What follows belongs to an exercise in optimizing a design on an open flow for small area, a short achievable clock period and few clock cycles per item; a production flow would make more cautious choices. Function was checked by simulation only, so behaviour that the tests miss may differ from the original. Power figures rest on the tool's default switching activity, not on a simulated workload.

==> design/flow/config.mk <==
export PLATFORM = sky130hd
export DESIGN_NAME = restoring_divider
export DESIGN_NICKNAME = restoring_divider
export VERILOG_FILES = /design/flow/design.v
export SDC_FILE = /design/flow/constraint.sdc
export NUM_CORES = 4
export LEC_CHECK = 0
export CAP_MARGIN = 20
export CORE_MARGIN = 2
export CORE_UTILIZATION = 40
export SLEW_MARGIN = 20
==> design/flow/constraint.sdc <==
create_clock -name core_clock -period 15.0 [get_ports {clk}]
set_input_delay 3.0000 -clock core_clock [delete_from_list [all_inputs] [get_ports {clk}]]
set_output_delay 3.0000 -clock core_clock [all_outputs]
set_load 0.01 [all_outputs]
==> design/flow/design.v <==
module full_adder (
  input  in1,
  input  in2,
  input  cin,
  output sum,
  output cout
);
  assign sum  = in1 ^ in2 ^ cin;
  assign cout = (in1 & in2) | (in1 & cin) | (in2 & cin);
endmodule
module ripple_carry_adder #(
  parameter BUS_WIDTH = 32
) (
  input                  add_sub_b,
  input                  sign,
  input  [BUS_WIDTH-1:0] in1,
  input  [BUS_WIDTH-1:0] in2,
  output [BUS_WIDTH-1:0] out,
  output                 z,
  output                 n,
  output                 c,
  output                 v
);
  wire [BUS_WIDTH:0] carry;
  assign carry[0] = add_sub_b;
  assign z        = ~(|out);
  assign n        = (sign) ? out[BUS_WIDTH-1] : 1'b0;
  assign c        = carry[BUS_WIDTH];
  assign v        = (sign) ? carry[BUS_WIDTH] ^ carry[BUS_WIDTH-1] : 1'b0;
  genvar i;
  generate
    for (i = 0; i < BUS_WIDTH; i = i + 1) begin : rca_slice
      full_adder fa (
        .cin (carry[i]),
        .in1 (in1[i]),
        .in2 (in2[i] ^ add_sub_b),
        .sum (out[i]),
        .cout(carry[i+1])
      );
    end
  endgenerate
endmodule
module restoring_divider #(
  parameter DIV_WIDTH = 16
) (
  input                      clk,
  input                      rst_n,
  input                      start,
  input                      sign,
  input      [DIV_WIDTH-1:0] in1,
  input      [DIV_WIDTH-1:0] in2,
  output     [DIV_WIDTH-1:0] q,
  output     [DIV_WIDTH-1:0] r,
  output reg                 ready
);
  localparam IDLE = 'd0, STARTING = 'd1, LOADING = 'd2, RUNNING = 'd3;
  reg  [DIV_WIDTH-1:0] a_reg;
  reg  [DIV_WIDTH-1:0] b_reg;
  reg  [DIV_WIDTH-1:0] q_cnt;
  wire [DIV_WIDTH-1:0] a_mux;
  wire [DIV_WIDTH-1:0] sub_out;
  wire sub_flag_z, sub_flag_n, sub_flag_c, sub_flag_v;
  wire in1_sign, in2_sign;
  reg [1:0] state, next_state;
  reg a_sel;
  reg a_reg_en, b_reg_en;
  wire add_sub;
  reg q_cnt_en, q_cnt_rst;
  wire q_neg;
  reg  stop;
  ripple_carry_adder #(
    .BUS_WIDTH(DIV_WIDTH)
  ) rca (
    .add_sub_b(~add_sub),
    .sign     (sign),
    .in1      (a_reg),
    .in2      (b_reg),
    .out      (sub_out),
    .z        (sub_flag_z),
    .n        (sub_flag_n),
    .c        (sub_flag_c),
    .v        (sub_flag_v)
  );
  assign a_mux    = a_sel ? in1 : sub_out;
  assign in1_sign = in1[DIV_WIDTH-1];
  assign in2_sign = in2[DIV_WIDTH-1];
  assign q        = q_neg ? ~(q_cnt) + 1 : q_cnt;
  assign r        = a_reg;
  always @(posedge clk) begin
    if (a_reg_en) a_reg <= a_mux;
    if (b_reg_en) b_reg <= in2;
    if (q_cnt_en) q_cnt <= q_cnt + 1;
    if (q_cnt_rst) q_cnt <= 'd0;
    if (rst_n == 'b0) begin
      a_reg <= 0;
      b_reg <= 0;
      q_cnt <= 0;
    end
  end
  assign add_sub = (sign) ? (in1_sign ^ in2_sign) : 'b0;
  assign q_neg   = (sign) ? (in1_sign ^ in2_sign) : 'b0;
  always @(*) begin
    stop      = 1;
    ready     = 0;
    a_sel     = 0;
    a_reg_en  = 0;
    b_reg_en  = 0;
    q_cnt_rst = 0;
    q_cnt_en  = 0;
    case (state)
      IDLE: begin
        stop      = 1;
        ready     = 1;
        a_sel     = 0;
        a_reg_en  = 0;
        b_reg_en  = 0;
        q_cnt_rst = 0;
        q_cnt_en  = 0;
      end
      STARTING: begin
        q_cnt_rst = 1;
        ready     = 0;
      end
      LOADING: begin
        a_sel     = 1;
        a_reg_en  = 1;
        b_reg_en  = 1;
        q_cnt_rst = 0;
      end
      RUNNING: begin
        b_reg_en = 0;
        a_sel    = 0;
        stop     = (sign) ? (in1_sign ? (sub_flag_v | (~sub_flag_n & ~sub_flag_z)) : sub_flag_n) : ~sub_flag_c;
        ready    = stop;
        q_cnt_en = ~stop;
        a_reg_en = ~stop;
      end
    endcase
  end
  always @(posedge clk) begin
    state <= next_state;
    if (rst_n == 'b0) begin
      state <= IDLE;
    end
  end
  always @(*) begin
    next_state = state;
    case (state)
      IDLE: begin
        if (start) next_state = STARTING;
      end
      STARTING: begin
        if (start == 'b0) next_state = LOADING;
      end
      LOADING: begin
        next_state = RUNNING;
      end
      RUNNING: begin
        if (ready) next_state = IDLE;
      end
    endcase
  end
endmodule
==> design/flow/run.sh <==
#!/bin/bash
# synth_recipe.tcl (not shown) runs the flow's synth.tcl, then flattens the netlist and writes it again
# the make line also repeats each setting of config.mk as NAME=value (left out here)
make -C /OpenROAD-flow-scripts/flow DESIGN_CONFIG=/design/flow/config.mk WORK_HOME=/design/flow/orfs CLKGATE_MAP_FILE= SYNTH_SCRIPT=/design/flow/synth_recipe.tcl finish
==> PnR_summary.wiki, run 1 <==
{| class="wikitable"
! Metric !! Value
|-
| FF-to-FF End || q_cnt[3]
|-
| Result of the run || no timing/DRC/antenna violations
|-
| Die Area || 0.00940 sq mm
|-
| DRT antenna net count || 0
|-
| Max-slew headroom at the worst pin || 39.6%
|-
| Largest area contributor in the netlist || dfxtp_1
|-
| Unrepaired setup endpoints after global routing || no
|-
| Post-Syn Area per Cell || 8.49 sq um
|-
| Sequential cell area in the final layout || 0.00100 sq mm
|-
| Cell area after synthesis || 0.00345 sq mm
|-
| I/O pin cnt || 69
|-
| Worst supply voltage drop on vdd || 0.0660 mV
|-
| Final setup viols || 0
|-
| Post-CTS resize count || 0
|-
| Post-synthesis net count || 464
|-
| Clk pin slew, worst setup/hold paths || 0.09 ns
|-
| Maximum fanout count along the critical path || 26
|-
| Share of the synthesized area in the top cell type || 29.0%
|-
| Startpoint class of the critical path || primary input
|-
| Count of port buffers added during placement || 68
|-
| Vias per Instance || 5.48
|-
| Top_reg_cell synth || dfxtp_1
|-
| Number of global-route vias before repair || 2871
|-
| Post-CTS Hold Fix Bufs || 0
|-
| Post-Route WL || 8230 um
|-
| Iteration-0 DRC count of the detailed router || 131
|-
| Max-capacitance violation count || 0
|-
| Share of async-settable or async-resettable flops after synthesis || 0%
|-
| Clock Latency Late Sink || 0.31 ns
|-
| Wirelength per Cell || 15.1 um
|-
| Class of the tightest hold or removal check || reg -> reg
|-
| Final Cycle Share || 94.7%
|-
| Worst hold path stage count || 2
|-
| Number of distinct library cells after synthesis || 46
|-
| Wire length of the first global-routing pass || 13600 um
|-
| Share of final-layout standard cells stronger than drive strength 1 || 4.77%
|-
| Post-synth EDFFs || 0
|-
| H-Tree Level Count || 2
|-
| CORE AREA || 0.00830 sq mm
|-
| Initial antenna violation count || 0
|-
| Die outline height || 96.9 um
|-
| Standard-cell rows || 33
|-
| WP data required || 12.00 ns
|-
| CTS max path bufs || 2
|-
| Instance count of the mapped netlist || 407
|-
| Count of placed standard cells including taps || 539
|-
| Number of non-filler instances in the completed layout || 545
|-
| Worst hold path endpoint || q_cnt[15]
|-
| Register-to-Register Path Depth || 23
|-
| Setup total negative slack || 0 ns
|-
| Post-route core utilization || 49.9%
|-
| R2R Path Start || b_reg[0]
|-
| Post-synthesis register bit count || 50
|-
| Initial standard-cell utilization of the core || 41.6%
|-
| Yosys warns || 1
|-
| Maximum number of pins on one net before global-route repair || 61
|-
| Clock sinks || 50
|-
| Share of the yosys chip area belonging to registers || 29.0%
|-
| DR vias || 2986
|-
| Final Max Tran Viols || 0
|-
| Setup slack of the worst register-to-register path || 7.10 ns
|-
| Worst slack, placed || 0.763 ns
|-
| Detailed-placement wirelength estimate || 5940 um
|-
| Buffers inserted by post-CTS timing repair || 0
|-
| Clock tree from TritonCTS || built
|-
| Root Buffer || clkbuf_8
|-
| Maximum clock skew at final layout || 0.0121 ns
|-
| Hold wc startpoint || q_cnt[15]
|-
| Crit path from || in1[15]
|-
| Die width || 96.9 um
|-
| Total CTS buffers || 5
|-
| Peak clock frequency supported by timing || 70.4 MHz
|-
| Total power divided by cell area || 130 mW/mm^2
|-
| Combined area of the multi-input logic cells || 0.00211 sq mm
|-
| Slew at the pin closest to its max-slew limit || 0.905 ns
|-
| Final Hold Vio Count || 0
|-
| N_diodes || 0
|-
| Slack of the critical path || 0.797 ns
|-
| Crit path capture type || primary output
|-
| Pwr Total || 539 uW
|-
| GPL Wtd Cong || 0.840
|-
| Synth area leaders || dfxtp_1, fa_1, xnor2_1
|-
| Growth of design area from synthesis to finish || 19.8%
|-
| Signal arrival time at the worst endpoint || 11.20 ns
|-
| Type of the worst setup path || in -> out
|-
| Minimum clock period after layout || 14.20 ns
|-
| Number of fillers in the final layout || 820
|-
| Static leakage || 0.00143 uW
|-
| GRT Residual Overflow || 0
|-
| Number of iterations in the first detailed-routing pass || 4
|-
| Total routing resource utilization after global routing || 17.6%
|-
| Number of nets at the end of the flow || 498
|-
| Number of remaining DRC errors || 0
|}
-- routing by layer --
metal	global-route usage (%)	wire, um
met5	0	0
met4	5.20	97
met3	2.96	293
met2	31.1	4070
met1	22.1	3770
-- cells in the final DEF (no fill, tap or decap), types with 11 or more instances in the layout --
cell type	count
clkdlybuf4s50_1	67
dfxtp_1	50
nand3_1	34
xnor2_1	24
nor2_1	24
inv_1	22
nand2_1	19
mux2i_1	19
nor2b_1	18
nand4_1	16
fa_1	15
o21ai_0	14
o211ai_1	12
a21oi_1	11
-- cells in the mapped netlist (all sizes together) (10+ instances only) --
library cell   n
a21oi         11
dfxtp         50
mux2i         19
buf           21
o211ai        12
nor2          25
nand3         34
o21ai         16
nand4         16
fa            15
or4           10
clkbuf        27
nand2         19
nor2b         18
xnor2         24
inv           22
-- area by class of cell --
| type | count | area share, % |
|---|---|---|
| Timing Repair Buffer | 75 | 17.6 |
| Tap cell | 105 | 3.18 |
| Sequential cell | 50 | 24.2 |
| Inverter | 23 | 2.09 |
| Clock buffer | 6 | 2.00 |
| Multi-Input combinational cell | 286 | 51.0 |
-- worst max path at each step --
stage	slack (ns)	endpoint
floorplan	1.64	ready
global route	0.43	ready
global placement	0.90	ready
CTS	0.75	ready
detailed placement	0.76	ready
finish	0.80	ready
-- logic make-up (layout without fill, tap and decap cells) --
kind of cell             after synthesis  after routing  share of synthesized area, %
AND/OR/NAND/NOR                      143            143                          22.3
buffers and inverters                 71            104                          10.1
AO/OA/AOI/OAI                         70             70                          13.8
flip-flops                            50             50                          29.0
XOR/XNOR                              32             32                          8.11
adder cells (fa/ha/maj)               21             21                          10.9
multiplexers                          20             20                          5.83
-- stage by stage --
stage	cell area (sq um)	hold WS, ns
floorplan	3450	0.458
global placement	4060	0.470
detailed placement	4060	0.480
CTS	4140	0.495
global route	4140	0.528
finish	4140	0.495
-- power by group --
| group | switching, uW | internal [uW] |
|---|---|---|
| combinational | 160 | 127 |
| clock | 44.3 | 35.7 |
| sequential | 19.6 | 153 |
| total | 223 | 316 |
-- critical path, stage by stage --
cell,delay [ns]
clkdlybuf4s50_1,0.57
xor2_1,0.18
and2_1,0.18
buf_4,0.20
xnor2_1,0.16
fa_1,0.20
inv_1,0.05
fa_1,0.37
fa_1,0.38
fa_1,0.39
fa_1,0.39
fa_1,0.38
fa_1,0.39
fa_1,0.39
fa_1,0.39
fa_1,0.39
fa_1,0.40
fa_1,0.40
fa_1,0.42
inv_1,0.09
fa_1,0.44
a31oi_1,0.20
o21a_2,0.46
nor2_4,0.07
a21oi_1,0.13
clkdlybuf4s50_1,0.56
Testbench counts, summed over its fixed seeds: cycles 939,129, items 1,600.
==> run 2, diff against run 1 <==
==> design/flow/design.v (replaced) <==
module full_adder (
  input  in1,
  input  in2,
  input  cin,
  output sum,
  output cout
);
  assign sum  = in1 ^ in2 ^ cin;
  assign cout = (in1 & in2) | (in1 & cin) | (in2 & cin);
endmodule
module ripple_carry_adder #(
  parameter BUS_WIDTH = 32
) (
  input                  add_sub_b,
  input                  sign,
  input  [BUS_WIDTH-1:0] in1,
  input  [BUS_WIDTH-1:0] in2,
  output [BUS_WIDTH-1:0] out,
  output                 z,
  output                 n,
  output                 c,
  output                 v
);
  wire [BUS_WIDTH:0] carry;
  assign carry[0] = add_sub_b;
  assign z        = ~(|out);
  assign n        = (sign) ? out[BUS_WIDTH-1] : 1'b0;
  assign c        = carry[BUS_WIDTH];
  assign v        = (sign) ? carry[BUS_WIDTH] ^ carry[BUS_WIDTH-1] : 1'b0;
  genvar i;
  generate
    for (i = 0; i < BUS_WIDTH; i = i + 1) begin : rca_slice
      full_adder fa (
        .cin (carry[i]),
        .in1 (in1[i]),
        .in2 (in2[i] ^ add_sub_b),
        .sum (out[i]),
        .cout(carry[i+1])
      );
    end
  endgenerate
endmodule
module restoring_divider #(
  parameter DIV_WIDTH = 16
) (
  input                      clk,
  input                      rst_n,
  input                      start,
  input                      sign,
  input      [DIV_WIDTH-1:0] in1,
  input      [DIV_WIDTH-1:0] in2,
  output     [DIV_WIDTH-1:0] q,
  output     [DIV_WIDTH-1:0] r,
  output reg                 ready
);
  reg  [15:0] d_reg;      
  reg         aneg, bneg;
  reg  [15:0] r_reg;      
  reg  [15:0] a_reg;      
  reg  [4:0]  cnt;        
  reg         run, fix;
  reg         f_reg;      
  wire qneg = aneg ^ bneg;
  wire [18:0] x3 = {r_reg, a_reg[15:13]};
  reg  [15:0] tmask;
  integer j;
  always @(*) begin
    for (j = 0; j < 16; j = j + 1)
      tmask[j] = (j >= 14) ? 1'b1 : ~|(d_reg >> (j + 2));
  end
  wire skip = ~|x3[18:16] & ~|(x3[15:0] & tmask) & |d_reg[15:1] & (cnt <= 5'd12);
  wire [16:0] x   = skip ? {r_reg[12:0], a_reg[15:12]} : {r_reg, a_reg[15]};
  wire [17:0] z   = {1'b0, x} + {2'b11, ~d_reg} + {17'd0, ~bneg};
  wire        qb  = ~z[17];
  wire [4:0]  cnt_n = cnt + (skip ? 5'd4 : 5'd1);
  wire        z_ones = &z[16:0];
  wire        sp  = aneg & f_reg;
  always @(posedge clk) begin
    d_reg <= in2 ^ {16{sign & in2[15]}};
    aneg  <= sign & in1[15];
    bneg  <= sign & in2[15];
    if (!rst_n) begin
      ready <= 1'b1;
      run   <= 1'b0;
      fix   <= 1'b0;
    end else if (ready) begin
      if (start) begin
        ready <= 1'b0;
        run   <= 1'b1;
        cnt   <= 5'd0;
        r_reg <= 16'd0;
        a_reg <= in1 ^ {16{sign & in1[15]}};
      end
    end else if (run) begin
      r_reg <= qb ? z[15:0] : x[15:0];
      a_reg <= skip ? {a_reg[11:0], {3{qneg}}, qb ^ qneg} : {a_reg[14:0], qb ^ qneg};
      f_reg <= z_ones | (f_reg & x[0] & ~skip);
      cnt   <= cnt_n;
      if (cnt_n[4]) begin
        run   <= 1'b0;
        fix   <= aneg | bneg;
        ready <= ~(aneg | bneg);
      end
    end else if (fix) begin
      if (aneg) r_reg <= sp ? 16'd0 : ~r_reg;
      a_reg <= a_reg + {15'd0, sp ^ qneg};
      fix   <= 1'b0;
      ready <= 1'b1;
    end
  end
  assign q = a_reg;
  assign r = r_reg;
endmodule
==> design/flow/flow/run.sh (new file) <==
#!/bin/bash
# Standard ORFS layout, with timing repair aiming for 10 ns of setup slack
# (a tighter target than the 15 ns clock needs); the SDC is unchanged.
set -uo pipefail
bash standard.sh SETUP_SLACK_MARGIN=10 finish > flow_make.log 2>&1
==> design/flow/standard.sh (new file) <==
#!/bin/bash
# synth_recipe.tcl (not shown) runs the flow's synth.tcl, then flattens the netlist and writes it again
# the make line also repeats each setting of config.mk as NAME=value (left out here)
make -C /OpenROAD-flow-scripts/flow DESIGN_CONFIG=/design/flow/config.mk WORK_HOME=/design/flow/orfs CLKGATE_MAP_FILE= SYNTH_SCRIPT=/design/flow/synth_recipe.tcl "${@:-finish}"
removed: design/flow/run.sh
==> run 2 against run 1 <==
Compared with the run above:
- die area is 28% higher
- area after synthesis is 29% higher
- critical endpoint is now r_reg[9]
- non-clock buffer count decreased by 4
- global-route usage up 4.0 points
- first-iteration DRC count rose by 140%
- critical path depth down 9
- synthesized cell count is 25% higher
- routed wire length up 53%
- largest power group is now sequential cells
- highest routed layer unchanged
==> PnR_summary.wiki, run 2 <==
{| class="wikitable"
! Metric !! Value
|-
| Result of the run || no timing/DRC/antenna violations (unchanged)
|-
| Die outline height || 109 um (was 96.9 um)
|-
| Most frequent cells after synthesis || nand2_1, edfxtp_1, nor2_1 (was dfxtp_1, nand3_1, clkbuf_1)
|-
| Wire length of the first global-routing pass || 19800 um (was 13600 um)
|-
| Post-Syn Area per Cell || 8.72 sq um (was 8.49 sq um)
|-
| Maximum number of pins on one net before global-route repair || 32 (was 61)
|-
| N_diodes || 0 (unchanged)
|-
| Most common cell after layout, fill and taps aside || clkdlybuf4s50_1 (unchanged)
|-
| Die Area || 0.0120 sq mm (was 0.00940 sq mm)
|-
| Yosys warns || 1 (unchanged)
|-
| Share of final-layout standard cells stronger than drive strength 1 || 8.16% (was 4.77%)
|-
| Share of the yosys chip area belonging to registers || 35.1% (was 29.0%)
|-
| DR vias || 4112 (was 2986)
|-
| Max-slew headroom at the worst pin || 32.7% (was 39.6%)
|-
| Initial antenna violation count || 0 (unchanged)
|-
| Signal arrival time at the worst endpoint || 4.76 ns (was 11.20 ns)
|-
| Number of nets at the end of the flow || 630 (was 498)
|-
| Largest area contributor in the netlist || edfxtp_1 (was dfxtp_1)
|-
| Instance count of the mapped netlist || 510 (was 407)
|-
| Type of the worst setup path || reg -> reg (was in -> out)
|-
| Cell area after synthesis || 0.00445 sq mm (was 0.00345 sq mm)
|-
| Clk pin slew, worst setup/hold paths || 0.07 ns (was 0.09 ns)
|-
| Post-synthesis register bit count || 59 (was 50)
|-
| Count leader, synth || nand2_1 (was dfxtp_1)
|-
| R2R Path Start || a_reg[13] (was b_reg[0])
|-
| Number of iterations in the first detailed-routing pass || 5 (was 4)
|-
| Post-Route WL || 12600 um (was 8230 um)
|-
| Vias per Instance || 5.74 (was 5.48)
|-
| CORE AREA || 0.0108 sq mm (was 0.00830 sq mm)
|-
| Clock Latency Late Sink || 0.36 ns (was 0.31 ns)
|-
| Share of the synthesized area in the top cell type || 25.7% (was 29.0%)
|-
| Worst supply voltage drop on vdd || 0.0497 mV (was 0.0660 mV)
|-
| Growth of design area from synthesis to finish || 23.2% (was 19.8%)
|-
| Standard-cell rows || 38 (was 33)
|-
| I/O pin cnt || 69 (unchanged)
|-
| Startpoint class of the critical path || flip-flop (was primary input)
|-
| Number of distinct library cells after synthesis || 59 (was 46)
|-
| Crit path capture type || flip-flop (was primary output)
|-
| Number of fillers in the final layout || 1036 (was 820)
|-
| Die width || 109 um (was 96.9 um)
|-
| Number of global-route vias before repair || 3799 (was 2871)
|-
| Top_reg_cell synth || edfxtp_1 (was dfxtp_1)
|-
| Initial standard-cell utilization of the core || 41.0% (was 41.6%)
|-
| Cell-internal power || 358 uW (was 316 uW)
|-
| Root Buffer || clkbuf_8 (unchanged)
|-
| CTS max path bufs || 2 (unchanged)
|-
| Static leakage || 0.00216 uW (was 0.00143 uW)
|-
| Unrepaired setup endpoints after global routing || no (unchanged)
|-
| Wirelength per Cell || 17.6 um (was 15.1 um)
|-
| Leading cell types in the layout, fill and taps excluded || clkdlybuf4s50_1, nand2_1, edfxtp_1 (was clkdlybuf4s50_1, dfxtp_1, nand3_1)
|-
| Share of total power in the clock network || 30.8% (was 14.8%)
|-
| Final setup viols || 0 (unchanged)
|-
| Iteration-0 DRC count of the detailed router || 316 (was 131)
|-
| Synth area leaders || edfxtp_1, dfxtp_1, xnor2_1 (was dfxtp_1, fa_1, xnor2_1)
|-
| Combined area of the multi-input logic cells || 0.00270 sq mm (was 0.00211 sq mm)
|-
| Final Cycle Share || 31.0% (was 94.7%)
|-
| Sw Share || 33.5% (was 41.4%)
|-
| Sequential Power Share || 38.4% (was 32.0%)
|-
| Total CTS buffers || 9 (was 5)
|-
| Peak clock frequency supported by timing || 215 MHz (was 70.4 MHz)
|-
| Slew at the pin closest to its max-slew limit || 1.01 ns (was 0.905 ns)
|-
| Combinational share of power || 30.7% (was 53.1%)
|-
| Class of the tightest hold or removal check || reg -> reg (unchanged)
|-
| Pwr Total || 539 uW (about the same)
|-
| Minimum clock period after layout || 4.65 ns (was 14.20 ns)
|-
| GRT Residual Overflow || 0 (unchanged)
|-
| DRT antenna net count || 0 (unchanged)
|-
| H-Tree Level Count || 3 (was 2)
|-
| Total routing resource utilization after global routing || 21.7% (was 17.6%)
|-
| Crit path from || a_reg[13] (was in1[15])
|-
| Maximum clock skew at final layout || 0.00679 ns (was 0.0121 ns)
|-
| Number of remaining DRC errors || 0 (unchanged)
|-
| WP data required || 15.11 ns (was 12.00 ns)
|-
| Post-synthesis net count || 569 (was 464)
|-
| Maximum fanout count along the critical path || 22 (was 26)
|-
| Minimum hold slack || 0.502 ns (was 0.495 ns)
|-
| Max-capacitance violation count || 0 (unchanged)
|-
| Total power divided by cell area || 98.3 mW/mm^2 (was 130 mW/mm^2)
|-
| Post-synth EDFFs || 38 (was 0)
|-
| Net Sw Power || 181 uW (was 223 uW)
|-
| GPL Wtd Cong || 0.889 (was 0.840)
|-
| Post-CTS Hold Fix Bufs || 0 (unchanged)
|-
| Clock tree from TritonCTS || built (unchanged)
|-
| Setup total negative slack || 0 ns (unchanged)
|-
| Hold wc startpoint || fix (was q_cnt[15])
|-
| Final Max Tran Viols || 0 (unchanged)
|-
| Detailed-placement wirelength estimate || 9040 um (was 5940 um)
|-
| Final Hold Vio Count || 0 (unchanged)
|-
| Clock sinks || 59 (was 50)
|-
| Sequential cell area in the final layout || 0.00156 sq mm (was 0.00100 sq mm)
|-
| Count of port buffers added during placement || 68 (unchanged)
|-
| Share of async-settable or async-resettable flops after synthesis || 0% (unchanged)
|}
==> run 2: path summary, 6_finish.rpt <==
kind	endpoint	slack (ns)	depth (start not counted)
worst max-delay path	r_reg[9]	10.35	17
worst min-delay path	fix	0.50	2
worst max register to register	r_reg[9]	10.35	17
worst min register to register	fix	0.50	2
==> run 2: cells by family after synthesis <==
| logic type | synth area share (%) |
|---|---|
| simple gates | 17.9 |
| xor+xnor | 10.8 |
| flops | 35.1 |
| compound gates | 21.3 |
| mux | 2.93 |
| fa+ha+maj | 6.81 |
| buf+inv | 5.15 |
==> run 2: power by group through the flow <==
stage | clock, uW | combinational [uW] | sequential [uW]
final | 166 | 166 | 207
after global routing | 174 | 183 | 209
after CTS | 167 | 163 | 207
after detailed placement | 0 | 162 | 210
after global placement | 0 | 160 | 210
after floorplan | 0 | 110 | 207
==> run 2: through the flow <==
step	worst slack [ns]	utilization, %	instance area (sq um)	instances
global route	10.07	50.5	5480	716
detailed placement	9.56	48.2	5230	699
finish	10.35	50.5	5480	716
floorplan	10.16	-	4450	510
global placement	9.71	48.2	5230	699
CTS	10.06	50.3	5450	715
==> run 2: worst max-delay path: stages, from the launching register on <==
cell and delay, ns:
edfxtp_1 0.51, nor2b_1 0.15, o21ai_0 0.08, a21o_1 0.19, a211oi_2 0.36, o211a_4 0.34, inv_2 0.24, mux2i_1 0.35
inv_1 0.08, ha_1 0.28, nor2b_1 0.14, o31a_1 0.33, o21ai_2 0.24, a21oi_2 0.12, or3b_4 0.44, nand2_4 0.14
nor4_1 0.07, a211o_2 0.33
==> run 2: what timing repair did <==
item | in CTS | in global routing
gates cloned | 0 | 1
pin swaps | 0 | 1
buffers inserted | 0 | 0
resized for setup | 2 | 5
endpoints found under the setup margin | 18 | 17
==> run 2: cell type report <==
| type | instances | share of cell area, % |
|---|---|---|
| Clock inverter | 7 | 1.69 |
| Clock buffer | 9 | 2.26 |
| Sequential cell | 59 | 28.5 |
| Tap cell | 140 | 3.20 |
| Multi-Input combinational cell | 396 | 49.2 |
| Inverter | 34 | 2.33 |
| Timing Repair Buffer | 71 | 12.8 |
==> run 2: per-layer routing <==
layer  track usage (%)  vias up  part of all wire, %
met5                 0        -                    0
met4              6.42        0                  1.4
met3              3.91       20                  5.3
met2              33.8      147                   47
met1              30.6     1967                   47
li1                  -     1978                    -
Testbench counts of run 2, summed over its fixed seeds: cycles 18,668, items 1,600.
==> run 3, diff against run 2 <==
==> design/flow/flow/run.sh (replaced) <==
#!/bin/bash
# Standard ORFS layout, with timing repair aiming for 11 ns of setup slack
# (a tighter target than the 15 ns clock needs); the SDC is unchanged.
set -uo pipefail
bash standard.sh SETUP_SLACK_MARGIN=11 finish > flow_make.log 2>&1
==> run 3 against run 2 <==
Compared with the run above:
- cell count is 13% higher
- highest routed layer unchanged
- core utilization is 10 points higher
- critical endpoint is now r_reg[4]
- clock power is about 10% lower
- non-clock buffer count is 93 higher
- design area is 21% higher
- worst hold slack better by 0.0026 ns
- largest power group is now combinational logic
==> PnR_summary.wiki, run 3 <==
{| class="wikitable"
! Metric !! Value
|-
| Result of the run || no timing/DRC/antenna violations (unchanged)
|-
| Setup total negative slack || 0 ns (unchanged)
|-
| Post-synthesis net count || 569 (unchanged)
|-
| Number of non-filler instances in the completed layout || 810 (was 716)
|-
| Series of cell instances along the critical path || buf_4, nor2b_2, o21ai_2, a21o_1, a211oi_2, o211a_1, buf_12, clkinv_16, mux2i_4, inv_1, ha_1, nor2b_4, o31a_1, o21ai_4, a21oi_4, or3b_4, nand2_8, buf_6, nor2_1, a211o_2 (was nor2b_1, o21ai_0, a21o_1, a211oi_2, o211a_4, inv_2, mux2i_1, inv_1, ha_1, nor2b_1, o31a_1, o21ai_2, a21oi_2, or3b_4, nand2_4, nor4_1, a211o_2)
|-
| Final Max Tran Viols || 0 (unchanged)
|-
| Leading cell types in the layout, fill and taps excluded || buf_4, nand2_1, edfxtp_1 (was clkdlybuf4s50_1, nand2_1, edfxtp_1)
|-
| Unrepaired setup endpoints after global routing || yes (was no)
|-
| Post-synth EDFFs || 38 (unchanged)
|-
| Static leakage || 0.00279 uW (was 0.00216 uW)
|-
| Total cell area at the placement stage || 0.00524 sq mm (was 0.00523 sq mm)
|-
| Clk pin slew, worst setup/hold paths || 0.08 ns (was 0.07 ns)
|-
| Number of nets at the end of the flow || 724 (was 630)
|-
| Die outline height || 109 um (unchanged)
|-
| Maximum clock skew at final layout || 0.0143 ns (was 0.00679 ns)
|-
| Die width || 109 um (unchanged)
|-
| Instance count of the mapped netlist || 510 (unchanged)
|-
| Class of the tightest hold or removal check || reg -> reg (unchanged)
|-
| Count of placed standard cells including taps || 698 (was 699)
|-
| Final Hold Vio Count || 0 (unchanged)
|-
| Maximum number of pins on one net before global-route repair || 32 (unchanged)
|-
| Final Cycle Share || 29.0% (was 31.0%)
|-
| Post-route core utilization || 60.9% (was 50.5%)
|-
| Clock Latency Late Sink || 0.36 ns (about the same)
|-
| CTS max path bufs || 2 (unchanged)
|-
| H-Tree Level Count || 3 (unchanged)
|-
| Total routing resource utilization after global routing || 24.3% (was 21.7%)
|-
| Vias per Instance || 5.62 (was 5.74)
|-
| Most frequent cells after synthesis || nand2_1, edfxtp_1, nor2_1 (unchanged)
|-
| Type of the worst setup path || reg -> reg (unchanged)
|-
| Post-route design area || 0.00661 sq mm (was 0.00548 sq mm)
|-
| Iteration-0 DRC count of the detailed router || 392 (was 316)
|-
| Slew at the pin closest to its max-slew limit || 1.07 ns (was 1.01 ns)
|-
| Final setup viols || 0 (unchanged)
|-
| Max-slew headroom at the worst pin || 28.3% (was 32.7%)
|-
| Root Buffer || clkbuf_8 (unchanged)
|-
| Wirelength per Cell || 18.1 um (was 17.6 um)
|-
| Worst hold path stage count || 2 (unchanged)
|-
| Crit path from || a_reg[13] (unchanged)
|-
| Combined area of the multi-input logic cells || 0.00304 sq mm (was 0.00270 sq mm)
|-
| Die Area || 0.0120 sq mm (unchanged)
|-
| Peak clock frequency supported by timing || 230 MHz (was 215 MHz)
|-
| Number of iterations in the first detailed-routing pass || 7 (was 5)
|-
| Number of global-route vias before repair || 4351 (was 3799)
|-
| Share of the synthesized area in the top cell type || 25.7% (unchanged)
|-
| Number of remaining DRC errors || 0 (unchanged)
|-
| Startpoint class of the critical path || flip-flop (unchanged)
|-
| Standard-cell rows || 38 (unchanged)
|-
| Most common cell after layout, fill and taps aside || buf_4 (was clkdlybuf4s50_1)
|-
| Sequential cell area in the final layout || 0.00156 sq mm (about the same)
|-
| R2R Path Start || a_reg[13] (unchanged)
|-
| WP data required || 15.11 ns (about the same)
|-
| Synth area leaders || edfxtp_1, dfxtp_1, xnor2_1 (unchanged)
|-
| Number of fillers in the final layout || 932 (was 1036)
|-
| Clock sinks || 59 (unchanged)
|-
| Max-capacitance violation count || 0 (unchanged)
|-
| Setup slack of the worst register-to-register path || 10.65 ns (was 10.35 ns)
|-
| Count of port buffers added during placement || 68 (unchanged)
|-
| Maximum fanout count along the critical path || 6 (was 22)
|-
| Share of async-settable or async-resettable flops after synthesis || 0% (unchanged)
|-
| Total power divided by cell area || 88.8 mW/mm^2 (was 98.3 mW/mm^2)
|-
| Top_reg_cell synth || edfxtp_1 (unchanged)
|-
| Share of final-layout standard cells stronger than drive strength 1 || 32.7% (was 8.16%)
|-
| Register-to-Register Path Depth || 20 (was 17)
|-
| Signal arrival time at the worst endpoint || 4.45 ns (was 4.76 ns)
|-
| Post-CTS Hold Fix Bufs || 0 (unchanged)
|-
| CORE AREA || 0.0108 sq mm (unchanged)
|-
| I/O pin cnt || 69 (unchanged)
|-
| Pwr Total || 586 uW (was 539 uW)
|-
| GRT Residual Overflow || 0 (unchanged)
|-
| DR vias || 4551 (was 4112)
|-
| Detailed-placement wirelength estimate || 8880 um (was 9040 um)
|-
| Crit path capture type || flip-flop (unchanged)
|-
| Total CTS buffers || 9 (unchanged)
|-
| GPL Wtd Cong || 0.902 (was 0.889)
|-
| Hold wc startpoint || fix (unchanged)
|-
| Growth of design area from synthesis to finish || 48.5% (was 23.2%)
|-
| Cell area after synthesis || 0.00445 sq mm (unchanged)
|-
| Yosys warns || 1 (unchanged)
|-
| Largest area contributor in the netlist || edfxtp_1 (unchanged)
|-
| Slowest cell on the critical path || or3b_4 (was edfxtp_1)
|-
| Post-Route WL || 14600 um (was 12600 um)
|-
| Post-synthesis register bit count || 59 (unchanged)
|-
| Number of distinct library cells after synthesis || 59 (unchanged)
|-
| Wire length of the first global-routing pass || 22400 um (was 19800 um)
|-
| Share of the yosys chip area belonging to registers || 35.1% (unchanged)
|-
| Worst stage delay on the critical path || 0.48 ns (was 0.51 ns)
|-
| Worst hold path endpoint || fix (unchanged)
|-
| Minimum clock period after layout || 4.35 ns (was 4.65 ns)
|-
| Worst supply voltage drop on vdd || 0.0431 mV (was 0.0497 mV)
|-
| Post-Syn Area per Cell || 8.72 sq um (unchanged)
|-
| Initial antenna violation count || 0 (unchanged)
|-
| Clock tree from TritonCTS || built (unchanged)
|-
| Count leader, synth || nand2_1 (unchanged)
|-
| N_diodes || 0 (unchanged)
|-
| Initial standard-cell utilization of the core || 41.0% (unchanged)
|-
| FF-to-FF End || r_reg[4] (was r_reg[9])
|-
| DRT antenna net count || 0 (unchanged)
|}
-- run 3: critical path, delay by kind of cell, from the launching register on --
kind,cells,cell delay (ns)
buf+inv,5,0.57
compound gates,8,1.67
fa+ha+maj,1,0.31
mux,1,0.22
simple gates,5,0.89
flops,1,0.42
-- run 3: what timing repair did --
action | 4_1_cts | 5_1_grt
cloned | 5 | 0
resized for setup | 183 | 58
setup endpoints to repair | 118 | 46
setup buffers | 67 | 24
hold endpoints to repair | 0 | 0
pin swaps | 17 | 33
-- run 3: per-stage QoR --
step,setup WS (ns),hold WS [ns]
after floorplan,11.02,0.463
after global placement,10.11,0.485
after detailed placement,10.04,0.489
after CTS,10.80,0.498
after global routing,10.57,0.529
final,10.65,0.504
-- run 3: worst max-delay path by stage --
stage                           to  slack, ns  cells past startpoint
final                     r_reg[4]      10.65                     20
after global routing      a_reg[0]      10.57                     20
after CTS                 r_reg[0]      10.80                     19
after detailed placement  r_reg[1]      10.04                     18
after global placement    r_reg[9]      10.11                     16
after floorplan           a_reg[5]      11.02                      4
-- run 3: cells by family after synthesis --
kind of cell	count (synthesis)	share of synthesized area, %
flip-flops	59	35.1
XOR/XNOR	55	10.8
buffers and inverters	56	5.15
adder cells (fa/ha/maj)	23	6.81
AO/OA/AOI/OAI	137	21.3
multiplexers	12	2.93
AND/OR/NAND/NOR	168	17.9
-- run 3: cell type report --
type | count | share of cell area (%)
multi-input cells | 396 | 46.0
flip-flops and latches | 59 | 23.7
repair buffers | 164 | 22.2
well taps | 140 | 2.65
inverters | 34 | 2.37
clock buffers | 9 | 1.88
clock inverters | 7 | 1.04
repair inverters | 1 | 0.133
-- run 3: where the power goes --
part           switching, uW  internal [uW]  total (uW)
sequential              10.3            190         200
clock                   72.5           76.1         149
combinational            123            114         238
-- run 3: per-layer routing --
layer | vias to the layer above | share of wire (%) | global-route usage [%]
met5 | - | 0 | 0
met1 | 2178 | 44 | 33.9
met2 | 186 | 47 | 39.5
li1 | 2160 | - | -
met3 | 27 | 6.4 | 2.49
met4 | 0 | 2.1 | 7.50
==> run 4, diff against run 3 <==
==> design/flow/run.sh (new file) <==
#!/bin/bash
# synth_recipe.tcl (not shown) runs the flow's synth.tcl, then flattens the netlist and writes it again
# the make line also repeats each setting of config.mk as NAME=value (left out here)
make -C /OpenROAD-flow-scripts/flow DESIGN_CONFIG=/design/flow/config.mk WORK_HOME=/design/flow/orfs CLKGATE_MAP_FILE= SYNTH_SCRIPT=/design/flow/synth_recipe.tcl finish
removed: design/flow/flow/run.sh
removed: design/flow/standard.sh
==> run 4 against run 3 <==
Compared with the run above:
- still clean
- worst hold slack is essentially flat
- clock power grew 11%
- power shrank 8.6%
- combinational power shrank 31%
- core utilization shrank 11 points
- clock skew shrank 0.0077 ns
- sequential power grew 3%
- register-to-register slack lost 1.2 ns
- design area shrank 18%
- via count shrank 11%
- highest routed layer unchanged
==> PnR_summary.wiki, run 4 <==
{| class="wikitable"
! Metric !! Value
|-
| Count of placed standard cells including taps || 699 (was 698)
|-
| Net Sw Power || 178 uW (was 206 uW)
|-
| Yosys warns || 1 (unchanged)
|-
| Share of the synthesized area in the top cell type || 25.7% (unchanged)
|-
| Post-synth EDFFs || 38 (unchanged)
|-
| Clock tree from TritonCTS || built (unchanged)
|-
| Result of the run || no timing/DRC/antenna violations (unchanged)
|-
| Max-slew headroom at the worst pin || 32.4% (was 28.3%)
|-
| Top_reg_cell synth || edfxtp_1 (unchanged)
|-
| Growth of design area from synthesis to finish || 22.4% (was 48.5%)
|-
| Sequential Power Share || 38.6% (was 34.1%)
|-
| Final setup viols || 0 (unchanged)
|-
| Synth area leaders || edfxtp_1, dfxtp_1, xnor2_1 (unchanged)
|-
| Largest area contributor in the netlist || edfxtp_1 (unchanged)
|-
| Post-route core utilization || 50.2% (was 60.9%)
|-
| Post-synthesis net count || 569 (unchanged)
|-
| Number of global-route vias before repair || 3802 (was 4351)
|-
| Total power divided by cell area || 98.4 mW/mm^2 (was 88.8 mW/mm^2)
|-
| Max-capacitance violation count || 0 (unchanged)
|-
| Most frequent cells after synthesis || nand2_1, edfxtp_1, nor2_1 (unchanged)
|-
| GPL Wtd Cong || 0.889 (was 0.902)
|-
| Post-CTS resize count || 0 (was 183)
|-
| Final Max Tran Viols || 0 (unchanged)
|-
| Root Buffer || clkbuf_8 (unchanged)
|-
| Peak-usage layer in the global routing report || met2 (unchanged)
|-
| Post-Syn Area per Cell || 8.72 sq um (unchanged)
|-
| DR vias || 4054 (was 4551)
|-
| Sw Share || 33.3% (was 35.1%)
|-
| Met3 GRT Util || 3.91% (was 2.49%)
|-
| Buffers inserted by post-CTS timing repair || 0 (was 67)
|-
| Instance count of the mapped netlist || 510 (unchanged)
|-
| Clk pin slew, worst setup/hold paths || 0.07 ns (was 0.08 ns)
|-
| Class of the tightest hold or removal check || reg -> reg (unchanged)
|-
| Maximum number of pins on one net before global-route repair || 32 (unchanged)
|-
| Die outline height || 109 um (unchanged)
|-
| Number of remaining DRC errors || 0 (unchanged)
|-
| Minimum clock period after layout || 5.55 ns (was 4.35 ns)
|-
| Post-CTS Hold Fix Bufs || 0 (unchanged)
|-
| Final Hold Vio Count || 0 (unchanged)
|-
| I/O pin cnt || 69 (unchanged)
|-
| Worst supply voltage drop on vdd || 0.0483 mV (was 0.0431 mV)
|-
| Number of iterations in the first detailed-routing pass || 5 (was 7)
|-
| Met2 track demand over resource in global routing || 33.9% (was 39.5%)
|-
| Cell-internal power || 357 uW (was 380 uW)
|-
| Worst slack, placed || 9.56 ns (was 10.04 ns)
|-
| Share of total power in the clock network || 30.9% (was 25.3%)
|-
| Unrepaired setup endpoints after global routing || no (was yes)
|-
| Initial standard-cell utilization of the core || 41.0% (unchanged)
|-
| Leading cell types in the layout, fill and taps excluded || clkdlybuf4s50_1, nand2_1, edfxtp_1 (was buf_4, nand2_1, edfxtp_1)
|-
| Share of async-settable or async-resettable flops after synthesis || 0% (unchanged)
|-
| CTS max path bufs || 2 (unchanged)
|-
| Peak clock frequency supported by timing || 180 MHz (was 230 MHz)
|-
| Count leader, synth || nand2_1 (unchanged)
|-
| H-Tree Level Count || 3 (unchanged)
|-
| Setup total negative slack || 0 ns (unchanged)
|-
| Clock sinks || 59 (unchanged)
|-
| Iteration-0 DRC count of the detailed router || 285 (was 392)
|-
| Die width || 109 um (unchanged)
|-
| WP data required || 15.11 ns (about the same)
|-
| N_diodes || 0 (unchanged)
|-
| Cell area after synthesis || 0.00445 sq mm (unchanged)
|-
| Post-synthesis register bit count || 59 (unchanged)
|-
| Slew at the pin closest to its max-slew limit || 1.01 ns (was 1.07 ns)
|-
| Post-Route WL || 12300 um (was 14600 um)
|-
| Vias per Instance || 5.67 (was 5.62)
|-
| Startpoint class of the critical path || flip-flop (unchanged)
|-
| Combinational share of power || 30.5% (was 40.5%)
|-
| Detailed-placement wirelength estimate || 9040 um (was 8880 um)
|-
| Number of distinct library cells after synthesis || 59 (unchanged)
|-
| Initial antenna violation count || 0 (unchanged)
|-
| Wire length of the first global-routing pass || 19800 um (was 22400 um)
|-
| Count of port buffers added during placement || 68 (unchanged)
|-
| Share of final-layout standard cells stronger than drive strength 1 || 7.13% (was 32.7%)
|-
| Share of the yosys chip area belonging to registers || 35.1% (unchanged)
|-
| GRT Residual Overflow || 0 (unchanged)
|-
| Total CTS buffers || 9 (unchanged)
|-
| Number of non-filler instances in the completed layout || 715 (was 810)
|-
| Clock Latency Late Sink || 0.35 ns (was 0.36 ns)
|-
| DRT antenna net count || 0 (unchanged)
|-
| Crit path capture type || flip-flop (unchanged)
|-
| Static leakage || 0.00215 uW (was 0.00279 uW)
|-
| Maximum fanout count along the critical path || 29 (was 6)
|-
| Met1 Use GR || 30.6% (was 33.9%)
|-
| Number of nets at the end of the flow || 629 (was 724)
|-
| Final Cycle Share || 37.0% (was 29.0%)
|-
| Maximum clock skew at final layout || 0.00658 ns (was 0.0143 ns)
|-
| CORE AREA || 0.0108 sq mm (unchanged)
|-
| Slack of the critical path || 9.45 ns (was 10.65 ns)
|-
| Standard-cell rows || 38 (unchanged)
|-
| Most common cell after layout, fill and taps aside || clkdlybuf4s50_1 (was buf_4)
|-
| Signal arrival time at the worst endpoint || 5.66 ns (was 4.45 ns)
|-
| Type of the worst setup path || reg -> reg (unchanged)
|-
| Wirelength per Cell || 17.2 um (was 18.1 um)
|-
| Total routing resource utilization after global routing || 21.7% (was 24.3%)
|-
| Die Area || 0.0120 sq mm (unchanged)
|}
[run 4: final timing paths]
| check | startpoint | to | slack, ns | cells after the start |
|---|---|---|---|---|
| worst max-delay path | a_reg[13] | r_reg[8] | 9.45 | 17 |
| worst min-delay path | fix | fix | 0.50 | 2 |
| worst max register to register | a_reg[13] | r_reg[8] | 9.45 | 17 |
| worst min register to register | fix | fix | 0.50 | 2 |
[run 4: power groups by stage]
stage | logic (uW) | registers, uW | clock network (uW)
CTS | 163 | 207 | 167
finish | 164 | 207 | 165
floorplan | 110 | 207 | 0
global route | 182 | 209 | 174
detailed placement | 162 | 210 | 0
global placement | 160 | 210 | 0
[run 4: final cells by class]
| cell class | instances | area, sq um |
|---|---|---|
| Fill cell | 1041 | 5390 |
| Timing Repair Buffer | 71 | 703 |
| Sequential cell | 59 | 1560 |
| Clock buffer | 9 | 124 |
| Clock inverter | 7 | 92.6 |
| Tap cell | 140 | 175 |
| Inverter | 34 | 128 |
| Multi-Input combinational cell | 395 | 2660 |
[run 4: metal layers]
layer,up-vias,routed length (um)
met2,144,5670
met1,1921,5650
met5,-,0
li1,1969,-
met4,0,190
met3,20,768
[run 4: logic make-up after synthesis]
family                   count (synthesis)  synth area share, %
buffers and inverters                   56                 5.15
AO/OA/AOI/OAI                          137                 21.3
multiplexers                            12                 2.93
adder cells (fa/ha/maj)                 23                 6.81
flip-flops                              59                 35.1
XOR/XNOR                                55                 10.8
AND/OR/NAND/NOR                        168                 17.9
[run 4: metrics by stage]
step                cell area (sq um)  total power (uW)  hold slack (ns)
floorplan                        4450               316            0.463
global placement                 5230               370            0.478
detailed placement               5230               372            0.489
CTS                              5450               537            0.498
global route                     5450               565            0.576
finish                           5450               536            0.504
[run 4: worst max-delay path, stage by stage, from the launching register on]
cell and delay (ns):
edfxtp_1 0.51, nor2b_1 0.14, o21ai_0 0.08, a21o_1 0.18
a211oi_1 0.30, o211a_1 0.89, inv_2 0.46, mux2i_1 0.41
inv_1 0.08, ha_1 0.28, nor2b_1 0.14, o31a_1 0.33
o21ai_2 0.23, a21oi_2 0.11, nor3b_1 0.36, nor2_1 0.27
and3_1 0.25, a211o_2 0.26
==> run 5, diff against run 4 <==
--- a/design/flow/design.v
+++ b/design/flow/design.v
@@ -62,13 +62,15 @@
   reg         f_reg;      
   wire qneg = aneg ^ bneg;
-  wire [18:0] x3 = {r_reg, a_reg[15:13]};
-  reg  [15:0] tmask;
+  wire [19:0] x4 = {r_reg, a_reg[15:12]};
+  reg  [15:0] tmask;      
   integer j;
   always @(*) begin
     for (j = 0; j < 16; j = j + 1)
-      tmask[j] = (j >= 14) ? 1'b1 : ~|(d_reg >> (j + 2));
+      tmask[j] = ~|(d_reg >> (j + 1));
   end
-  wire skip = ~|x3[18:16] & ~|(x3[15:0] & tmask) & |d_reg[15:1] & (cnt <= 5'd12);
-  wire [16:0] x   = skip ? {r_reg[12:0], a_reg[15:12]} : {r_reg, a_reg[15]};
+  wire hi_set  = |x4[19:16] | |(x4[15:0] & tmask);
+  wire lo_ones = &(x4[15:0] | tmask);
+  wire skip    = ~hi_set & ~lo_ones & ~cnt[4] & ~(cnt[3] & cnt[2] & (cnt[1] | cnt[0]));
+  wire [16:0] x   = {r_reg, a_reg[15]};
   wire [17:0] z   = {1'b0, x} + {2'b11, ~d_reg} + {17'd0, ~bneg};
   wire        qb  = ~z[17];
@@ -93,8 +95,14 @@
       end
     end else if (run) begin
-      r_reg <= qb ? z[15:0] : x[15:0];
-      a_reg <= skip ? {a_reg[11:0], {3{qneg}}, qb ^ qneg} : {a_reg[14:0], qb ^ qneg};
-      f_reg <= z_ones | (f_reg & x[0] & ~skip);
-      cnt   <= cnt_n;
+      if (skip) begin
+        r_reg <= x4[15:0];
+        a_reg <= {a_reg[11:0], {4{qneg}}};
+        f_reg <= 1'b0;
+      end else begin
+        r_reg <= qb ? z[15:0] : x[15:0];
+        a_reg <= {a_reg[14:0], qb ^ qneg};
+        f_reg <= z_ones | (f_reg & x[0]);
+      end
+      cnt <= cnt_n;
       if (cnt_n[4]) begin
         run   <= 1'b0;
==> design/flow/flow/run.sh (new file) <==
#!/bin/bash
# Standard ORFS layout, with timing repair aiming for 10.5 ns of setup slack
# (a tighter target than the 15 ns clock needs); the SDC is unchanged.
set -uo pipefail
bash standard.sh SETUP_SLACK_MARGIN=10.5 finish > flow_make.log 2>&1
==> design/flow/standard.sh (new file) <==
#!/bin/bash
# synth_recipe.tcl (not shown) runs the flow's synth.tcl, then flattens the netlist and writes it again
# the make line also repeats each setting of config.mk as NAME=value (left out here)
make -C /OpenROAD-flow-scripts/flow DESIGN_CONFIG=/design/flow/config.mk WORK_HOME=/design/flow/orfs CLKGATE_MAP_FILE= SYNTH_SCRIPT=/design/flow/synth_recipe.tcl "${@:-finish}"
removed: design/flow/run.sh
==> run 5 against run 4 <==
Compared with the run above:
- die area is 3.5% lower
- via count is 1.1% lower
- maximum frequency is 24% higher
- global-route usage is 0.15 points lower
- register-to-register slack better by 1.5 ns
- combinational power is 3% higher
- routed wire length is 4.0% higher
- non-clock buffer count is 26 higher
- sequential share of layout area is 0.32 points lower
- critical endpoint is now q[7]
- largest power group unchanged
- highest routed layer unchanged
==> PnR_summary.wiki, run 5 <==
{| class="wikitable"
! Metric !! Value
|-
| Simple-gate share of the synthesized area || 13.3% (was 17.9%)
|-
| Setup total negative slack || 0 ns (unchanged)
|-
| Minimum clock period after layout || 4.48 ns (was 5.55 ns)
|-
| Worst stage delay on the critical path || 0.61 ns (was 0.89 ns)
|-
| Final setup viols || 0 (unchanged)
|-
| Number of global-route vias before repair || 3661 (was 3802)
|-
| Count of placed standard cells including taps || 654 (was 699)
|-
| Combinational family with the most area after synthesis || compound AO/OA/AOI/OAI gates (unchanged)
|-
| Top_reg_cell synth || edfxtp_1 (unchanged)
|-
| Post-Route WL || 12800 um (was 12300 um)
|-
| Sequential Power Share || 39.0% (was 38.6%)
|-
| CTS max path bufs || 2 (unchanged)
|-
| WP data required || 12.00 ns (was 15.11 ns)
|-
| Detailed-placement wirelength estimate || 8730 um (was 9040 um)
|-
| Initial standard-cell utilization of the core || 41.3% (was 41.0%)
|-
| Static leakage || 0.00211 uW (was 0.00215 uW)
|-
| GPL Wtd Cong || 0.881 (was 0.889)
|-
| H-Tree Level Count || 3 (unchanged)
|-
| Total CTS buffers || 9 (unchanged)
|-
| N_diodes || 0 (unchanged)
|-
| Post-synthesis register bit count || 59 (unchanged)
|-
| CORE AREA || 0.0104 sq mm (was 0.0108 sq mm)
|-
| Signal arrival time at the worst endpoint || 1.48 ns (was 5.66 ns)
|-
| Type of the worst setup path || reg -> out (was reg -> reg)
|-
| Initial antenna violation count || 0 (unchanged)
|-
| Share of the synthesized area in the top cell type || 26.6% (was 25.7%)
|-
| Number of nets at the end of the flow || 616 (was 629)
|-
| Maximum fanout count along the critical path || 7 (was 29)
|-
| Startpoint class of the critical path || flip-flop (unchanged)
|-
| Synth area leaders || edfxtp_1, dfxtp_1, xnor2_1 (unchanged)
|-
| Parity-gate share of the synthesized area counting xor and xnor cells || 12.7% (was 10.8%)
|-
| Peak clock frequency supported by timing || 223 MHz (was 180 MHz)
|-
| Clk pin slew, worst setup/hold paths || 0.09 ns (was 0.07 ns)
|-
| Final Hold Vio Count || 0 (unchanged)
|-
| DR vias || 4008 (was 4054)
|-
| Adder and majority gate portion of the synthesized area || 7.07% (was 6.81%)
|-
| Iteration-0 DRC count of the detailed router || 270 (was 285)
|-
| Post-synthesis net count || 525 (was 569)
|-
| Unrepaired setup endpoints after global routing || no (unchanged)
|-
| Cell-internal power || 349 uW (was 357 uW)
|-
| Combinational share of power || 32.0% (was 30.5%)
|-
| Number of fillers in the final layout || 977 (was 1041)
|-
| Yosys warns || 1 (unchanged)
|-
| Number of distinct library cells after synthesis || 62 (was 59)
|-
| Share of async-settable or async-resettable flops after synthesis || 0% (unchanged)
|-
| Slew at the pin closest to its max-slew limit || 1.04 ns (was 1.01 ns)
|-
| Vias per Instance || 5.74 (was 5.67)
|-
| Sw Share || 33.9% (was 33.3%)
|-
| Max-capacitance violation count || 0 (unchanged)
|-
| Total routing resource utilization after global routing || 21.5% (was 21.7%)
|-
| Class of the tightest hold or removal check || reg -> reg (unchanged)
|-
| Most common cell after layout, fill and taps aside || clkdlybuf4s50_1 (unchanged)
|-
| Wirelength per Cell || 18.3 um (was 17.2 um)
|-
| Post-Syn Area per Cell || 9.20 sq um (was 8.72 sq um)
|-
| Buffer and inverter count on the worst path || 1 (was 2)
|-
| Number of non-filler instances in the completed layout || 698 (was 715)
|-
| Family of cells with the greatest summed delay on the critical path || buffers and inverters (was compound AO/OA/AOI/OAI gates)
|-
| Maximum number of pins on one net before global-route repair || 31 (was 32)
|-
| DRT antenna net count || 0 (unchanged)
|-
| Leading cell types in the layout, fill and taps excluded || clkdlybuf4s50_1, xnor2_1, edfxtp_1 (was clkdlybuf4s50_1, nand2_1, edfxtp_1)
|-
| Die outline height || 108 um (was 109 um)
|-
| Share of total power in the clock network || 29.1% (was 30.9%)
|-
| Number of remaining DRC errors || 0 (unchanged)
|-
| Count leader, synth || xnor2_1 (was nand2_1)
|-
| GRT Residual Overflow || 0 (unchanged)
|-
| Clock Latency Late Sink || 0.35 ns (about the same)
|-
| Die width || 108 um (was 109 um)
|-
| Standard-cell rows || 37 (was 38)
|-
| Count of port buffers added during placement || 68 (unchanged)
|-
| Clock sinks || 59 (unchanged)
|-
| Multiplexer share of the synthesized area || 4.99% (was 2.93%)
|-
| Max-slew headroom at the worst pin || 30.4% (was 32.4%)
|-
| Instance count of the mapped netlist || 466 (was 510)
|-
| Result of the run || no timing/DRC/antenna violations (unchanged)
|-
| Synth Area in Compound Gates || 21.1% (was 21.3%)
|-
| Maximum clock skew at final layout || 0.0141 ns (was 0.00658 ns)
|-
| Root Buffer || clkbuf_8 (unchanged)
|-
| Series of cell instances along the critical path || clkdlybuf4s50_1 (was nor2b_1, o21ai_0, a21o_1, a211oi_1, o211a_1, inv_2, mux2i_1, inv_1, ha_1, nor2b_1, o31a_1, o21ai_2, a21oi_2, nor3b_1, nor2_1, and3_1, a211o_2)
|-
| Largest area contributor in the netlist || edfxtp_1 (unchanged)
|-
| Wire length of the first global-routing pass || 19500 um (was 19800 um)
|-
| Most frequent cells after synthesis || xnor2_1, edfxtp_1, o21ai_0 (was nand2_1, edfxtp_1, nor2_1)
|-
| Number of iterations in the first detailed-routing pass || 6 (was 5)
|-
| I/O pin cnt || 69 (unchanged)
|-
| Final Cycle Share || 29.9% (was 37.0%)
|-
| Share of final-layout standard cells stronger than drive strength 1 || 11.6% (was 7.13%)
|-
| Die Area || 0.0116 sq mm (was 0.0120 sq mm)
|-
| Growth of design area from synthesis to finish || 28.8% (was 22.4%)
|-
| Share of the yosys chip area belonging to registers || 36.4% (was 35.1%)
|-
| Crit path capture type || primary output (was flip-flop)
|-
| Clock tree from TritonCTS || built (unchanged)
|-
| Final Max Tran Viols || 0 (unchanged)
|-
| Cell area after synthesis || 0.00429 sq mm (was 0.00445 sq mm)
|-
| Post-synth EDFFs || 38 (unchanged)
|-
| Worst supply voltage drop on vdd || 0.0565 mV (was 0.0483 mV)
|-
| Slowest cell on the critical path || clkdlybuf4s50_1 (was o211a_1)
|-
| Net Sw Power || 179 uW (was 178 uW)
|-
| Total power divided by cell area || 95.7 mW/mm^2 (was 98.4 mW/mm^2)
|}
==> run 5: changes by cell type in the layout (fill, tap and decap cells not counted), moves of 6 or more <==
cell | before | now
buf_4 | 3 | 27
inv_1 | 33 | 27
nand2_1 | 59 | 28
xnor2_1 | 34 | 45
a211o_2 | 6 | 0
a311o_1 | 8 | 2
o21ai_0 | 28 | 34
mux2i_1 | 4 | 18
nor3_1 | 13 | 1
nor4_1 | 8 | 2
==> run 5: layer usage <==
layer,up-vias,share of wire (%),track usage (%)
met5,-,0,0
met4,0,1.9,6.32
met3,24,6.3,3.09
met2,149,46,34.1
met1,1930,46,30.5
li1,1905,-,-
==> run 5: logic make-up after synthesis <==
family	Yosys count
fa+ha+maj	23
flops	59
compound gates	139
xor+xnor	62
mux	21
buf+inv	46
simple gates	116
==> run 5: power groups by stage <==
stage | combinational [uW] | clock, uW | sequential, uW
2_1_floorplan | 104 | 0 | 208
3_5_place_dp | 152 | 0 | 214
3_3_place_gp | 150 | 0 | 214
5_1_grt | 185 | 160 | 208
6_report | 169 | 154 | 206
4_1_cts | 159 | 155 | 208
==> run 5: stage by stage <==
step                      utilization, %  total power (uW)  hold slack, ns  instance area [sq um]  setup slack, ns
after floorplan                        -               313           0.471                   4290            10.69
after global placement              48.9               364           0.487                   5070             9.85
after detailed placement            49.0               366           0.503                   5080            10.04
after CTS                           51.6               522           0.512                   5350            10.50
after global routing                53.2               553           0.557                   5520            10.50
final                               53.2               529           0.509                   5520            10.52
==> run 5: path summary, 6_finish.rpt <==
path / startpoint / to / slack [ns] / depth (start not counted)
max: a_reg[7] / q[7] / 10.52 / 1
min: fix / fix / 0.51 / 2
max reg2reg: r_reg[1] / fix / 10.96 / 16
min reg2reg: fix / fix / 0.51 / 2
==> run 5: final cells by class <==
cell class	instances	area [sq um]	area share [%]
Inverter	28	105	1.90
Sequential cell	59	1570	28.4
Tap cell	136	170	3.08
Clock buffer	9	124	2.24
Multi-Input combinational cell	362	2560	46.4
Clock inverter	7	76.3	1.38
Timing Repair Buffer	97	920	16.7
==> run 5: repair_timing <==
action | 4_1_cts | 5_1_grt
endpoints found under the setup margin | 33 | 10
setup buffers | 7 | 20
cloned | 0 | 1
hold buffers | 0 | 0
pin swaps | 1 | 0
gates resized for setup | 3 | 1
Testbench counts of run 5, summed over its fixed seeds: cycles 18,830, items 1,600.
==> run 6, diff against run 5 <==
==> design/flow/flow/run.sh (replaced) <==
#!/bin/bash
# Standard ORFS layout (the standard.sh, standard synthesis), with two
# layout choices: plain buf_1 cells as the port buffers, and timing repair
# aiming for 10.5 ns of setup slack (a tighter target than the 15 ns clock
# needs). The SDC and clock period are unchanged. make's output goes to
# flow_make.log; each ORFS step keeps its own log under orfs/logs.
set -uo pipefail
bash standard.sh "BUFFER_PORTS_ARGS=-buffer_cell sky130_fd_sc_hd__buf_1" SETUP_SLACK_MARGIN=10.5  finish > flow_make.log 2>&1
==> run 6 against run 5 <==
Compared with the run above:
- global-route usage grew 0.077 points
- worst setup slack gained 0.29 ns
- combinational power shrank 17%
- design area shrank 13%
- sequential power grew 2%
- routed wire length shrank 3.5%
- area after synthesis is the same
- critical path depth is the same
- largest cell class unchanged
==> PnR_summary.wiki, run 6 <==
{| class="wikitable"
! Metric !! Value
|-
| Result of the run || no timing/DRC/antenna violations (unchanged)
|-
| Post-synthesis net count || 525 (unchanged)
|-
| Number of nets at the end of the flow || 590 (was 616)
|-
| N_diodes || 0 (unchanged)
|-
| WP data required || 12.00 ns (about the same)
|-
| Adder and majority gate portion of the synthesized area || 7.07% (unchanged)
|-
| Family of cells with the greatest summed delay on the critical path || flip-flops (was buffers and inverters)
|-
| Count leader, synth || xnor2_1 (unchanged)
|-
| Share of the synthesized area in the top cell type || 26.6% (unchanged)
|-
| Worst slack, placed || 10.44 ns (was 10.04 ns)
|-
| Worst supply voltage drop on vdd || 0.0453 mV (was 0.0565 mV)
|-
| Detailed-placement wirelength estimate || 8680 um (was 8730 um)
|-
| H-Tree Level Count || 3 (unchanged)
|-
| GPL Wtd Cong || 0.869 (was 0.881)
|-
| Series of cell instances along the critical path || buf_1 (was clkdlybuf4s50_1)
|-
| Peak clock frequency supported by timing || 239 MHz (was 223 MHz)
|-
| Parity-gate share of the synthesized area counting xor and xnor cells || 12.7% (unchanged)
|-
| Crit path capture type || primary output (unchanged)
|-
| Slowest cell on the critical path || dfxtp_2 (was clkdlybuf4s50_1)
|-
| Synth area leaders || edfxtp_1, dfxtp_1, xnor2_1 (unchanged)
|-
| Maximum fanout count along the critical path || 25 (was 7)
|-
| GRT Residual Overflow || 0 (unchanged)
|-
| Met3 Wirelength || 769 um (was 806 um)
|-
| Worst stage delay on the critical path || 0.64 ns (was 0.61 ns)
|-
| Slack of the critical path || 10.81 ns (was 10.52 ns)
|-
| Root Buffer || clkbuf_8 (unchanged)
|-
| Largest area contributor in the netlist || edfxtp_1 (unchanged)
|-
| Most common cell after layout, fill and taps aside || buf_1 (was clkdlybuf4s50_1)
|-
| Unrepaired setup endpoints after global routing || no (unchanged)
|-
| Cell area after synthesis || 0.00429 sq mm (unchanged)
|-
| Growth of design area from synthesis to finish || 12.6% (was 28.8%)
|-
| CTS max path bufs || 2 (unchanged)
|-
| Number of fillers in the final layout || 1044 (was 977)
|-
| Type of the worst setup path || reg -> out (unchanged)
|-
| Total cell area at the placement stage || 0.00465 sq mm (was 0.00508 sq mm)
|-
| Final setup viols || 0 (unchanged)
|-
| Simple-gate share of the synthesized area || 13.3% (unchanged)
|-
| Clk pin slew, worst setup/hold paths || 0.07 ns (was 0.09 ns)
|-
| Clock sinks || 59 (unchanged)
|-
| Post-synth EDFFs || 38 (unchanged)
|-
| Die width || 108 um (unchanged)
|-
| Post-synthesis register bit count || 59 (unchanged)
|-
| CORE AREA || 0.0104 sq mm (unchanged)
|-
| Setup total negative slack || 0 ns (unchanged)
|-
| Number of remaining DRC errors || 0 (unchanged)
|-
| Most frequent cells after synthesis || xnor2_1, edfxtp_1, o21ai_0 (unchanged)
|-
| Wirelength per Cell || 18.3 um (about the same)
|-
| Post-route design area || 0.00483 sq mm (was 0.00552 sq mm)
|-
| Initial standard-cell utilization of the core || 41.3% (unchanged)
|-
| Buffers inserted by post-CTS timing repair || 0 (was 7)
|-
| Minimum hold slack || 0.510 ns (was 0.509 ns)
|-
| Total routing resource utilization after global routing || 21.6% (was 21.5%)
|-
| Total power divided by cell area || 99.4 mW/mm^2 (was 95.7 mW/mm^2)
|-
| Synth Area in Compound Gates || 21.1% (unchanged)
|-
| I/O pin cnt || 69 (unchanged)
|-
| Total CTS buffers || 9 (unchanged)
|-
| Multiplexer share of the synthesized area || 4.99% (unchanged)
|-
| Share of async-settable or async-resettable flops after synthesis || 0% (unchanged)
|-
| Instance count of the mapped netlist || 466 (unchanged)
|-
| Metal1 wirelength || 5610 um (was 5820 um)
|-
| Share of final-layout standard cells stronger than drive strength 1 || 6.53% (was 11.6%)
|-
| Static leakage || 0.00176 uW (was 0.00211 uW)
|-
| Post-CTS resize count || 0 (was 3)
|-
| Post-CTS Hold Fix Bufs || 0 (unchanged)
|-
| Class of the tightest hold or removal check || reg -> reg (unchanged)
|-
| Leading cell types in the layout, fill and taps excluded || buf_1, xnor2_1, edfxtp_1 (was clkdlybuf4s50_1, xnor2_1, edfxtp_1)
|-
| Final Cycle Share || 28.0% (was 29.9%)
|-
| Wire length of the first global-routing pass || 19400 um (was 19500 um)
|-
| DR vias || 3859 (was 4008)
|-
| Number of distinct library cells after synthesis || 62 (unchanged)
|-
| Clock Latency Late Sink || 0.36 ns (was 0.35 ns)
|-
| Met2 WL post-DR || 5720 um (was 5910 um)
|-
| Number of iterations in the first detailed-routing pass || 5 (was 6)
|-
| Maximum number of pins on one net before global-route repair || 31 (unchanged)
|-
| Share of the yosys chip area belonging to registers || 36.4% (unchanged)
|-
| Post-Route WL || 12300 um (was 12800 um)
|-
| Clock tree from TritonCTS || built (unchanged)
|-
| Post-Syn Area per Cell || 9.20 sq um (unchanged)
|-
| Initial antenna violation count || 0 (unchanged)
|-
| Yosys warns || 1 (unchanged)
|-
| Standard-cell rows || 37 (unchanged)
|-
| Max-slew headroom at the worst pin || 40.5% (was 30.4%)
|-
| Startpoint class of the critical path || flip-flop (unchanged)
|-
| Buffer and inverter count on the worst path || 1 (unchanged)
|-
| Iteration-0 DRC count of the detailed router || 283 (was 270)
|-
| Combinational family with the most area after synthesis || compound AO/OA/AOI/OAI gates (unchanged)
|-
| Minimum clock period after layout || 4.19 ns (was 4.48 ns)
|-
| Final Max Tran Viols || 0 (unchanged)
|-
| Max-capacitance violation count || 0 (unchanged)
|-
| Die Area || 0.0116 sq mm (unchanged)
|-
| Maximum clock skew at final layout || 0.00757 ns (was 0.0141 ns)
|-
| Die outline height || 108 um (unchanged)
|-
| Top_reg_cell synth || edfxtp_1 (unchanged)
|-
| Number of global-route vias before repair || 3745 (was 3661)
|-
| Count of port buffers added during placement || 68 (unchanged)
|-
| Vias per Instance || 5.74 (about the same)
|-
| Final Hold Vio Count || 0 (unchanged)
|-
| Uppermost layer routed || met4 (unchanged)
|-
| Signal arrival time at the worst endpoint || 1.19 ns (was 1.48 ns)
|-
| DRT antenna net count || 0 (unchanged)
|-
| Slew at the pin closest to its max-slew limit || 0.890 ns (was 1.04 ns)
|}
[run 6: cell counts after synthesis]
Identical to the previous run, type by type.
[run 6: metal layers]
metal / global-route usage, % / vias up
li1: - / 1847
met1: 29.8 / 1859
met2: 33.3 / 134
met3: 3.39 / 19
met4: 9.71 / 0
met5: 0 / -
[run 6: per-stage QoR]
| stage | total power, uW | utilization (%) | std cells |
|---|---|---|---|
| after global routing | 505 | 46.5 | 672 |
| after global placement | 350 | 44.9 | 655 |
| after CTS | 480 | 46.4 | 671 |
| final | 480 | 46.5 | 672 |
| after floorplan | 313 | - | 466 |
| after detailed placement | 353 | 44.9 | 655 |
[run 6: path summary, 6_finish.rpt]
path | start | end | slack, ns | depth (start not counted)
worst min-delay path | fix | fix | 0.51 | 2
worst max-delay path | ready | ready | 10.81 | 1
worst min register to register | fix | fix | 0.51 | 2
worst max register to register | d_reg[14] | fix | 10.99 | 15
[run 6: power breakdown]
part | switching [uW] | internal [uW]
logic | 80.5 | 60.9
clock network | 69.5 | 58.2
registers | 20.6 | 190
total | 171 | 309
[run 6: final cells by class]
type,count,area (sq um),area share [%]
multi-input cells,362,2550,52.8
flip-flops and latches,59,1560,32.4
repair buffers,71,278,5.76
well taps,136,170,3.53
clock buffers,10,128,2.64
inverters,28,105,2.18
clock inverters,6,32.5,0.674
[run 6: logic make-up after synthesis]
logic type      count (synthesis)
compound gates                139
simple gates                  116
xor+xnor                       62
flops                          59
buf+inv                        46
fa+ha+maj                      23
mux                            21

[what the ideal ports hide]
In the flow no input, the clock included, has a driving cell. The finished layouts below were timed again as built, in two steps. Step 1 sets driving cells, clkbuf_16 on the clock port and buf_2 on the other inputs (assumed; they add their load-dependent delay and slew). Step 2 times the ports against the registers' clock, not the clock port: input delays grow and output delays shrink by t, the midpoint of the rising clock arrivals with the driver on. Three values: ideal, step 1, step 2; two values: the first two.
run | t, ns | setup slack, ns | worst slew at a driven data input, ns
run 1 | 0.339 | 0.797 / 0.775 / 0.775 | 0.04
run 2 | 0.387 | 10.353 / 10.353 / 10.206 | 0.04
run 3 | 0.381 | 10.653 / 10.653 / 10.653 | 0.05
run 4 | 0.382 | 9.450 / 9.450 / 9.450 | 0.04
run 5 | 0.375 | 10.517 / 10.481 / 10.338 | 0.04
run 6 | 0.386 | 10.807 / 10.773 / 10.442 | 0.04
After both steps every run listed still meets setup and hold. For run 6, which loses most, drivers alone change the setup slack by -0.034 ns; drivers and shift together by -0.365 ns.
